This design comes from an exercise in tuning for small area on the open sky130 flow, not from production work. RTL that was checked went through simulation tests only; none was proved equivalent to the original. No driver is modelled on the clock port, so clock power and skew are understated where the tree is cut down; a real chip needs a root buffer or a tree. Power and IR drop assume default switching activity.

## run F
==> module Receiver, before the edit <==
module Receiver(
    input clk_i,
    input rst_i,
    input RXD_i,
    output [7:0] data,
    output state,
    output reg first
    );
    reg [7:0] data_buff;
    reg busy;
    reg [4:0] h;
    wire w;
    wire h16 = h[4] & ~h[1] & ~h[0];
    wire h30 = h[4] & h[1] & ~h[0];
    wire run = busy & ~h16 & ~h30;
    wire e = run & w | busy & h30;
    wire we = w & h[0] & ~h[4];
    wire hc0 = e;
    wire hc1 = hc0 & h[0];
    wire hc2 = hc1 & h[1];
    wire hc3 = hc2 & h[2];
    wire hc4 = hc3 & h[3];
    wire [4:0] hc = {hc4, hc3, hc2, hc1, hc0};
    HalfBit timer(.clk_i(clk_i), .run(run), .w(w));
    always @(posedge clk_i or posedge rst_i)
        if (rst_i) begin
            busy <= 1'b0;
            first <= 1'b1;
        end else begin
            if (!busy)
                busy <= ~RXD_i;
            else if (h16 && RXD_i)
                busy <= 1'b0;
            if (state)
                first <= 1'b0;
        end
    wire [7:0] din = {RXD_i ^ (data_buff[5] & ~data_buff[6]), RXD_i ^ data_buff[5], {6{RXD_i}}};
    integer i;
    always @(posedge clk_i) begin
        h <= busy ? h ^ hc : {4'b1111, ~first | h16};
        for (i = 0; i < 8; i = i + 1)
            if (we && h[3:1] == i)
                data_buff[i] <= din[i];
    end
    assign data = data_buff;
    assign state = ~busy & h16;
endmodule
==> module Transceiver, before the edit <==
module Transceiver(
    input clk_i,
    input rst_i,
    output reg TXD_o,
    input state,
    input first,
    input [7:0] data
    );
    reg busy;
    reg [4:0] h;
    reg c;
    wire w;
    wire h17 = h[4] & ~h[1] & h[0];
    wire fin = busy & h17 & ~c & ~state;
    wire h30 = h[4] & h[1] & ~h[0];
    wire run = busy & ~h30 & ~fin;
    wire [2:0] j = h[3:1];
    wire ev = run & w & ~h[0] & ~h[4];
    wire x = j == 3'd5;
    wire d = data[j];
    wire hc0 = run & w | busy & h30;
    wire hc1 = hc0 & h[0];
    wire hc2 = hc1 & h[1];
    wire hc3 = hc2 & h[2];
    wire hc4 = hc3 & h[3];
    wire [4:0] hc = {hc4, hc3, hc2, hc1, hc0};
    HalfBit timer(.clk_i(clk_i), .run(run), .w(w));
    always @(posedge clk_i or posedge rst_i)
        if (rst_i) begin
            busy <= 1'b0;
            TXD_o <= 1'b1;
        end else begin
            if (state)
                busy <= 1'b1;
            else if (fin)
                busy <= 1'b0;
            if (fin)
                TXD_o <= 1'b1;
            else if (busy & h[4] & h[1])
                TXD_o <= 1'b0;
            else if (ev)
                TXD_o <= d ^ x;
        end
    always @(posedge clk_i) begin
        h <= busy ? h ^ hc : {4'b1111, ~first};
        if (!busy)
            c <= 1'b0;
        else if (state & ~h17)
            c <= 1'b1;
        else if (h17 & ~state)
            c <= 1'b0;
    end
endmodule
==> module RS_232_top, before the edit <==
module RS_232_top(
    input clk_i, 
    input rst_i, 
    input RXD_i, 
    output TXD_o
    );
    wire state;
    wire first;
    wire [7:0] data;
    Receiver odbiornik(.clk_i(clk_i), .rst_i(rst_i), .RXD_i(RXD_i), .data(data), .state(state), .first(first));
    Transceiver nadajnik(.clk_i(clk_i), .rst_i(rst_i), .TXD_o(TXD_o), .data(data), .state(state), .first(first));
endmodule
clock: 10.0 ns
lec_check: 0
cap_margin: 20
core_margin: 2
core_utilization: 40
place_density: 0.6
slew_margin: 20
standard.sh (not shown) runs the stock make flow with config.mk's settings and CLKGATE_MAP_FILE= SYNTH_SCRIPT=/design/flow/synth_recipe.tcl, a recipe that flattens the netlist after the stock synthesis.
==> flow/flow/run.sh <==
#!/bin/bash
# Own layout flow: the standard flow (standard.sh, all ORFS steps) with
#  - an area-oriented ABC script for the combinational logic (the registers
#    come out of synthesis exactly as in the standard synthesis),
#  - buf_1 cells as the port buffers,
#  - a clock tree of clkbuf_4 without dummy loads, where cts_fix.tcl sizes up
#    the buffers whose clock pins would see too high a slew.
# make's output goes to flow.log; each ORFS step keeps its own log under
# orfs/logs/.
set -euo pipefail
here=$(pwd)
rm -rf "$here/scripts"
cp -r "$FLOW_HOME/scripts" "$here/scripts"
cp "$here/flow/abc_area.script" "$here/scripts/abc_area.script"
bash "$here/standard.sh" SCRIPTS_DIR="$here/scripts" ABC_AREA=1 \
  BUFFER_PORTS_ARGS="-buffer_cell sky130_fd_sc_hd__buf_1" \
  CTS_ARGS="-sink_clustering_enable -repair_clock_nets -dont_use_dummy_load -buf_list sky130_fd_sc_hd__clkbuf_4" \
  POST_CTS_TCL="$here/flow/cts_fix.tcl" \
  finish > "$here/flow.log" 2>&1
==> flow/flow/abc_area.script <==
&get -n
&st
&dch -f
&nf -R 1000
&put
topo
==> flow/flow/cts_fix.tcl <==
estimate_parasitics -placement
foreach inst [get_cells clkbuf_*] {
  set out [get_pins -of_objects $inst -filter "direction==output"]
  set worst 0
  foreach p [get_pins -of_objects [get_nets -of_objects $out] -filter "direction==input"] {
    set s [get_property $p slew_max]
    if { $s > $worst } { set worst $s }
  }
  set ref [get_property $inst ref_name]
  if { $worst > 0.110 } {
    if { $ref == "sky130_fd_sc_hd__clkbuf_4" } {
      puts "cts_fix: [get_full_name $inst] $ref -> clkbuf_8 (slew $worst)"
      replace_cell $inst sky130_fd_sc_hd__clkbuf_8
    } elseif { $ref == "sky130_fd_sc_hd__clkbuf_8" } {
      puts "cts_fix: [get_full_name $inst] $ref -> clkbuf_16 (slew $worst)"
      replace_cell $inst sky130_fd_sc_hd__clkbuf_16
    }
  }
}
detailed_placement
estimate_parasitics -placement
repair_timing -hold -hold_margin 0
detailed_placement
check_placement -verbose
What run H does differently from run F at the input level:
==> flow/design.v, changed modules only <==
module Receiver(
    input clk_i,
    input rst_i,
    input RXD_i,
    output [7:0] data,
    output state
    );
    reg [7:0] data_buff;
    reg busy;
    reg first;
    reg [4:0] h;
    wire w;
    wire h16 = h[4] & ~h[0];
    wire run = busy & ~first & ~h16;
    wire e = run & w;
    wire we = e & h[0] & ~h[4];
    wire hc0 = e;
    wire hc1 = hc0 & h[0];
    wire hc2 = hc1 & h[1];
    wire hc3 = hc2 & h[2];
    wire hc4 = hc3 & h[3];
    wire [4:0] hc = {hc4, hc3, hc2, hc1, hc0};
    HalfBit timer(.clk_i(clk_i), .run(run), .w(w));
    always @(posedge clk_i or posedge rst_i)
        if (rst_i) begin
            busy <= 1'b0;
            first <= 1'b1;
        end else begin
            if (!busy)
                busy <= ~RXD_i;
            else if (h16 && RXD_i)
                busy <= 1'b0;
            if (busy)
                first <= 1'b0;
        end
    integer i;
    always @(posedge clk_i) begin
        h <= busy ? h ^ hc : 5'd31;
        for (i = 0; i < 8; i = i + 1)
            if (we && h[3:1] == i)
                data_buff[i] <= RXD_i;
    end
    assign data = data_buff;
    assign state = ~busy & h16;
endmodule
module Transceiver(
    input clk_i,
    input rst_i,
    output reg TXD_o,
    input state,
    input [7:0] data
    );
    reg busy;
    reg first;
    reg [4:0] h;
    reg c;
    wire w;
    wire h17 = h[4] & ~h[1] & h[0];
    wire fin = busy & h17 & ~c & ~state;
    wire run = busy & ~first & ~fin;
    wire [2:0] j = h[3:1];
    wire ev = run & w & ~h[0] & ~h[4];
    wire j5 = j == 3'd5;
    wire x = j5 | (c & j[2] & j[1]);
    wire d = data[j];
    wire hc0 = run & w;
    wire hc1 = hc0 & h[0];
    wire hc2 = hc1 & h[1];
    wire hc3 = hc2 & h[2];
    wire hc4 = hc3 & h[3];
    wire [4:0] hc = {hc4, hc3, hc2, hc1, hc0};
    HalfBit timer(.clk_i(clk_i), .run(run), .w(w));
    always @(posedge clk_i or posedge rst_i)
        if (rst_i) begin
            busy <= 1'b0;
            first <= 1'b1;
            TXD_o <= 1'b1;
        end else begin
            if (state)
                busy <= 1'b1;
            else if (fin)
                busy <= 1'b0;
            if (busy)
                first <= 1'b0;
            if (fin)
                TXD_o <= 1'b1;
            else if (busy & h[4] & h[1])
                TXD_o <= 1'b0;
            else if (ev)
                TXD_o <= d ^ x;
        end
    always @(posedge clk_i) begin
        h <= busy ? h ^ hc : 5'd31;
        if (ev)
            c <= d & (j5 | (c & j == 3'd6));
        else if (busy & state & ~h17)
            c <= 1'b1;
        else if (busy & h17 & ~state)
            c <= 1'b0;
    end
endmodule
module RS_232_top(
    input clk_i, 
    input rst_i, 
    input RXD_i, 
    output TXD_o
    );
    wire state;
    wire [7:0] data;
    Receiver odbiornik(.clk_i(clk_i), .rst_i(rst_i), .RXD_i(RXD_i), .data(data), .state(state));
    Transceiver nadajnik(.clk_i(clk_i), .rst_i(rst_i), .TXD_o(TXD_o), .data(data), .state(state));
endmodule
Re share of total power in the clock network: run F was lower than run H.
On run H: register area is about 3.3% higher than what run F gave.
Sequential fraction of total cell area is higher on run H
Re area after synthesis: run H is 35 sq um up on run F.
Cmp run H vs run F: post-place setup slack higher in run H
Going from run F to run H, the via density per instance was found to have gone down by about 2.3%.
The via count of run H falls short of that of run F by 0.47%.
In run H relative to run F, wire length on met2 had gone down by more than 10%.
Function not checked in run H: the RTL went through the layout flow alone.

---

== main ==
RS_232_top, a different RTL version from the one above (not shown whole).
Size: ~160 cells after synthesis, ~4 I/O pins.
==> module Transceiver, before the edit <==
module Transceiver(
    input clk_i,
    input rst_i,
    output reg TXD_o,
    input state,
    output first,
    input [7:0] data
    );
    reg busy;
    reg [4:0] h;
    reg c;
    wire w;
    wire h17 = h[4] & ~h[1] & h[0];
    wire fin = busy & h17 & ~c & ~state;
    wire h30 = h[4] & h[1] & ~h[0];
    wire run = busy & ~h30 & ~fin;
    assign first = c & ~busy;
    wire [2:0] j = h[3:1];
    wire ev = run & w & ~h[0] & ~h[4];
    wire x = j == 3'd5;
    wire d = data[j];
    wire hc0 = run & w | busy & h30;
    wire hc1 = hc0 & h[0];
    wire hc2 = hc1 & h[1];
    wire hc3 = hc2 & h[2];
    wire hc4 = hc3 & h[3];
    wire [4:0] hc = {hc4, hc3, hc2, hc1, hc0};
    HalfBit timer(.clk_i(clk_i), .run(run), .w(w));
    always @(posedge clk_i or posedge rst_i)
        if (rst_i)
            TXD_o <= 1'b1;
        else if (fin)
            TXD_o <= 1'b1;
        else if (busy & h[4] & h[1])
            TXD_o <= 1'b0;
        else if (ev)
            TXD_o <= d ^ x;
    always @(posedge clk_i)
        if (rst_i) begin
            busy <= 1'b0;
            c <= 1'b1;
        end else begin
            if (state)
                busy <= 1'b1;
            else if (fin)
                busy <= 1'b0;
            if (!busy)
                c <= c & ~state;
            else if (state & ~h17)
                c <= 1'b1;
            else if (h17 & ~state)
                c <= 1'b0;
        end
    always @(posedge clk_i)
        h <= busy ? h ^ hc : {4'b1111, ~c};
endmodule
clock: 10.0 ns
lec_check: 0
cap_margin: 20
core_margin: 2
core_utilization: 40
place_density: 0.6
slew_margin: 20
==> flow/flow/run.sh <==
#!/bin/bash
# Own layout flow: the standard flow (standard.sh, all ORFS steps) with
#  - an area-oriented ABC script for the combinational logic (the registers
#    come out of synthesis exactly as in the standard synthesis),
#  - buf_1 cells as the port buffers,
set -euo pipefail
here=$(pwd)
rm -rf "$here/scripts"
cp -r "$FLOW_HOME/scripts" "$here/scripts"
cp "$here/flow/abc_area.script" "$here/scripts/abc_area.script"
bash "$here/standard.sh" SCRIPTS_DIR="$here/scripts" ABC_AREA=1 \
  BUFFER_PORTS_ARGS="-buffer_cell sky130_fd_sc_hd__buf_1" \
  CTS_ARGS="-sink_clustering_enable -repair_clock_nets -dont_use_dummy_load -buf_list sky130_fd_sc_hd__clkbuf_4" \
  POST_CTS_TCL="$here/flow/cts_fix.tcl" \
  finish > "$here/flow.log" 2>&1
==> flow/flow/abc_area.script <==
&get -n
&st
&dch -x
&nf -R 1000
&put
topo
==> flow/flow/cts_fix.tcl <==
set slew_limit 0.115
set clk_net [get_nets [[[[ord::get_db_block] findBTerm clk_i] getNet] getName]]
set root_loads [get_pins -of_objects $clk_net -filter "direction==input"]
if { [llength $root_loads] == 1 } {
  set root [get_cells -of_objects [lindex $root_loads 0]]
  set root_out [get_pins -of_objects $root -filter "direction==output"]
  set leaf_loads [get_pins -of_objects [get_nets -of_objects $root_out] -filter "direction==input"]
  if { [llength $leaf_loads] <= 4 && [string match "*clkbuf*" [get_property $root ref_name]] } {
    puts "cts_fix: removing root clock buffer [get_full_name $root]"
    remove_buffers [list $root]
  }
}
proc worst_sink_slew { inst } {
  set out [get_pins -of_objects $inst -filter "direction==output"]
  set worst 0
  foreach p [get_pins -of_objects [get_nets -of_objects $out] -filter "direction==input"] {
    set s [get_property $p slew_max]
    if { $s > $worst } { set worst $s }
  }
  return $worst
}
foreach inst [get_cells clkbuf_*] {
  foreach size {4 8 16} {
    replace_cell $inst sky130_fd_sc_hd__clkbuf_$size
    estimate_parasitics -placement
    set s [worst_sink_slew $inst]
    puts "cts_fix: [get_full_name $inst] clkbuf_$size worst sink slew $s"
    if { $s <= $slew_limit } { break }
  }
}
detailed_placement
estimate_parasitics -placement
repair_timing -hold -hold_margin 0
detailed_placement
check_placement -verbose
What the feature branch does differently from main at the input level:
-- flow/design.v --
<<< main, line 85
    HalfBit timer(.clk_i(clk_i), .run(run), .w(w));
    always @(posedge clk_i or posedge rst_i)
        if (rst_i)
            TXD_o <= 1'b1;
        else if (fin)
            TXD_o <= 1'b1;
        else if (busy & h[4] & h[1])
            TXD_o <= 1'b0;
        else if (ev)
            TXD_o <= d ^ x;
    always @(posedge clk_i)
        if (rst_i) begin
            busy <= 1'b0;
            c <= 1'b1;
        end else begin
>>> the feature branch, line 85
    HalfBit timer(.clk_i(clk_i), .run(run), .w(w));
    always @(posedge clk_i or posedge rst_i)
        if (rst_i) begin
            busy <= 1'b0;
            TXD_o <= 1'b1;
            c <= 1'b1;
        end else begin
<<< main, line 102
            else if (fin)
                busy <= 1'b0;
            if (!busy)
                c <= c & ~state;
>>> the feature branch, line 94
            else if (fin)
                busy <= 1'b0;
            if (fin)
                TXD_o <= 1'b1;
            else if (busy & h[4] & h[1])
                TXD_o <= 1'b0;
            else if (ev)
                TXD_o <= d ^ x;
            if (!busy)
                c <= c & ~state;
Findings:
Areal power density over the cells (the feature branch over main): increase, about 30%
Compared with main, the feature branch shows a number of placed instances, taps included that is 1 lower.
The feature branch: worst hold margin 0.0040 ns below main
Post-place instance area, the feature branch and main: smaller value in main
The feature branch has post-layout minimum cycle time below what main had.
On final worst-path cycle share, the feature branch tracks main almost exactly.
When the feature branch is measured against main, its via count of the first global-routing pass turns out 3.3% higher.
Summary of the feature branch over main: worst slack at placement now sits higher, net count of the finished layout went down 1, combinational share of power up 7.4 points.
Function not checked in the feature branch: the RTL went through the layout flow alone.

---

Setup of cedar:
The RTL this note starts from:
==> flow/design.v <==
`timescale 1ns / 1ps
module Receiver(
    input clk_i,
    input rst_i,
    input RXD_i,
    output [7:0] data,
    output state
    );
    reg [7:0] data_buff;
    reg busy;
    reg first;
    reg [12:0] t;
    reg [4:0] h;
    wire w = t[1] & t[2] & t[3] & ~t[4] & t[5] & ~t[7] & ~t[8] & ~t[9] & t[10] & t[11] & t[12];
    wire h16 = h[4] & ~h[0];
    wire run = busy & ~first & ~h16;
    wire g = run & ~w;
    always @(posedge clk_i or posedge rst_i)
        if (rst_i) begin
            busy <= 1'b0;
            first <= 1'b1;
        end else begin
            if (!busy)
                busy <= ~RXD_i;
            else if (h16 && RXD_i)
                busy <= 1'b0;
            if (busy)
                first <= 1'b0;
        end
    always @(posedge clk_i) begin
        t <= g ? {~t[11:0], t[3] ^ t[12]} : 13'h1fff;
        h <= busy ? h + {4'd0, run & w} : 5'd31;
        if (run && w && h[0] && !h[4])
            data_buff[h[3:1]] <= RXD_i;
    end
    assign data = data_buff;
    assign state = ~busy & h16;
endmodule
`timescale 1ns / 1ps
module Transceiver(
    input clk_i,
    input rst_i,
    output reg TXD_o,
    input state,
    input [7:0] data
    );
    reg busy;
    reg first;
    reg [12:0] t;
    reg [4:0] h;
    reg c;
    wire w = t[1] & t[2] & t[3] & ~t[4] & t[5] & ~t[7] & ~t[8] & ~t[9] & t[10] & t[11] & t[12];
    wire h17 = h[4] & ~h[1] & h[0];
    wire fin = busy & h17 & ~c & ~state;
    wire run = busy & ~first & ~fin;
    wire g = run & ~w;
    wire [2:0] j = h[3:1];
    wire ev = run & w & ~h[0] & ~h[4];
    wire j5 = j == 3'd5;
    wire x = j5 | (c & j[2] & j[1]);
    wire d = data[j];
    always @(posedge clk_i or posedge rst_i)
        if (rst_i) begin
            busy <= 1'b0;
            first <= 1'b1;
            TXD_o <= 1'b1;
        end else begin
            if (state)
                busy <= 1'b1;
            else if (fin)
                busy <= 1'b0;
            if (busy)
                first <= 1'b0;
            if (fin)
                TXD_o <= 1'b1;
            else if (busy & h[4] & h[1])
                TXD_o <= 1'b0;
            else if (ev)
                TXD_o <= d ^ x;
        end
    always @(posedge clk_i) begin
        t <= g ? {~t[11:0], t[3] ^ t[12]} : 13'h1fff;
        h <= busy ? h + {4'd0, run & w} : 5'd31;
        if (ev)
            c <= d & (j5 | (c & j == 3'd6));
        else if (busy & state & ~h17)
            c <= 1'b1;
        else if (busy & h17 & ~state)
            c <= 1'b0;
    end
endmodule
`timescale 1ns / 1ps
module RS_232_top(
    input clk_i, 
    input rst_i, 
    input RXD_i, 
    output TXD_o
    );
    wire state;
    wire [7:0] data;
    Receiver odbiornik(.clk_i(clk_i), .rst_i(rst_i), .RXD_i(RXD_i), .data(data), .state(state));
    Transceiver nadajnik(.clk_i(clk_i), .rst_i(rst_i), .TXD_o(TXD_o), .data(data), .state(state));
endmodule
clock: 10.0 ns
lec_check: 0
cap_margin: 20
core_margin: 2
core_utilization: 40
place_density: 0.6
slew_margin: 20
run.sh (not shown) runs the stock make flow with config.mk's settings and CLKGATE_MAP_FILE= SYNTH_SCRIPT=/design/flow/synth_recipe.tcl, a recipe that flattens the netlist after the stock synthesis.
Stock flow here: none of the scripts above is used.
cedar has completed all stages; timing, DRC and antenna checks passed.
> inputs changed (cedar -> garnet)
--- a/flow/design.v
+++ b/flow/design.v
@@ -10,10 +10,11 @@
     reg busy;
     reg first;
-    reg [12:0] t;
     reg [4:0] h;
-    wire w = t[1] & t[2] & t[3] & ~t[4] & t[5] & ~t[7] & ~t[8] & ~t[9] & t[10] & t[11] & t[12];
+    wire w;
     wire h16 = h[4] & ~h[0];
     wire run = busy & ~first & ~h16;
-    wire g = run & ~w;
+    wire e = run & w;
+    wire we = e & h[0] & ~h[4];
+    HalfBit timer(.clk_i(clk_i), .run(run), .w(w));
     always @(posedge clk_i or posedge rst_i)
         if (rst_i) begin
@@ -28,12 +29,24 @@
                 first <= 1'b0;
         end
+    integer i;
     always @(posedge clk_i) begin
-        t <= g ? {~t[11:0], t[3] ^ t[12]} : 13'h1fff;
-        h <= busy ? h + {4'd0, run & w} : 5'd31;
-        if (run && w && h[0] && !h[4])
-            data_buff[h[3:1]] <= RXD_i;
+        h <= busy ? h + {4'd0, e} : 5'd31;
+        for (i = 0; i < 8; i = i + 1)
+            if (we && h[3:1] == i)
+                data_buff[i] <= RXD_i;
     end
     assign data = data_buff;
     assign state = ~busy & h16;
+endmodule
+module HalfBit(
+    input clk_i,
+    input run,
+    output w
+    );
+    reg [12:0] t;
+    assign w = t[1] & t[2] & t[3] & ~t[4] & t[5] & ~t[7] & ~t[8] & ~t[9] & t[10] & t[11] & t[12];
+    wire g = run & ~w;
+    always @(posedge clk_i)
+        t <= g ? {~t[11:0], t[3] ^ t[12]} : 13'h1fff;
 endmodule
 `timescale 1ns / 1ps
@@ -47,12 +60,10 @@
     reg busy;
     reg first;
-    reg [12:0] t;
     reg [4:0] h;
     reg c;
-    wire w = t[1] & t[2] & t[3] & ~t[4] & t[5] & ~t[7] & ~t[8] & ~t[9] & t[10] & t[11] & t[12];
+    wire w;
     wire h17 = h[4] & ~h[1] & h[0];
     wire fin = busy & h17 & ~c & ~state;
     wire run = busy & ~first & ~fin;
-    wire g = run & ~w;
     wire [2:0] j = h[3:1];
     wire ev = run & w & ~h[0] & ~h[4];
@@ -60,4 +71,5 @@
     wire x = j5 | (c & j[2] & j[1]);
     wire d = data[j];
+    HalfBit timer(.clk_i(clk_i), .run(run), .w(w));
     always @(posedge clk_i or posedge rst_i)
         if (rst_i) begin
@@ -80,5 +92,4 @@
         end
     always @(posedge clk_i) begin
-        t <= g ? {~t[11:0], t[3] ^ t[12]} : 13'h1fff;
         h <= busy ? h + {4'd0, run & w} : 5'd31;
         if (ev)
Notes after the runs:
The net switching power in garnet sits about 12% below the value recorded for cedar. met1 wire length, garnet and cedar, lower one = garnet. Summary: total power consumption of the routed design, garnet better than cedar. garnet and cedar ended up with nearly the same minimum hold slack. garnet ended up with a higher global routing met2 resource utilization than cedar did. Looking at instance count after placement with tap cells included, garnet sits 48 below cedar. Area growth from synthesis to layout in garnet vs cedar: up 2.5 points. garnet vs cedar — worst setup slack after layout dropped 0.014 ns. Final period demand of the worst path, garnet and cedar: lower on cedar. Going from cedar to garnet, number of distinct library cells after synthesis went down by 3; largest net degree at the start of global routing went up by 1.

## afterwards: timing with drivers on the ports
The results above use ideal ports. As a check the final layouts listed here were re-extracted and re-timed, cells and wires unchanged.
Step 1 sets driving cells, clkbuf_16 on the clock port and buf_2 on the other inputs (assumed; they add their load-dependent delay and slew).
Step 2 times the ports against the registers' clock, not the clock port: input delays grow and output delays shrink by t, the midpoint of the rising clock arrivals with the driver on.
a / b / c = no drivers / after step 1 / after step 2; a / b = the first two.
| run | shift t [ns] | setup slack, ns | hold slack, ns | clock arrival spread, ns |
|---|---|---|---|---|
| run F | 0.353 | 6.984 / 6.960 / 7.032 | 0.367 / 0.367 / 0.367 | 0.027 / 0.027 |
| run H | 0.352 | 6.981 / 6.957 / 7.309 | 0.368 / 0.368 / 0.368 | 0.018 / 0.019 |
| main | 0.199 | 7.139 / 7.128 / 7.040 | 0.370 / 0.370 / 0.370 | 0.015 / 0.016 |
| the feature branch | 0.201 | 7.143 / 7.095 / 7.046 | 0.366 / 0.366 / 0.366 | 0.027 / 0.027 |
| cedar | 0.325 | 6.643 / 6.617 / 6.923 | 0.369 / 0.369 / 0.369 | 0.007 / 0.007 |
| garnet | 0.323 | 6.630 / 6.603 / 6.926 | 0.370 / 0.370 / 0.370 | 0.014 / 0.013 |
After both steps every run listed still meets setup and hold. The setup slack of main, which loses most, moves by -0.011 ns with the drivers and by -0.099 ns with both steps.
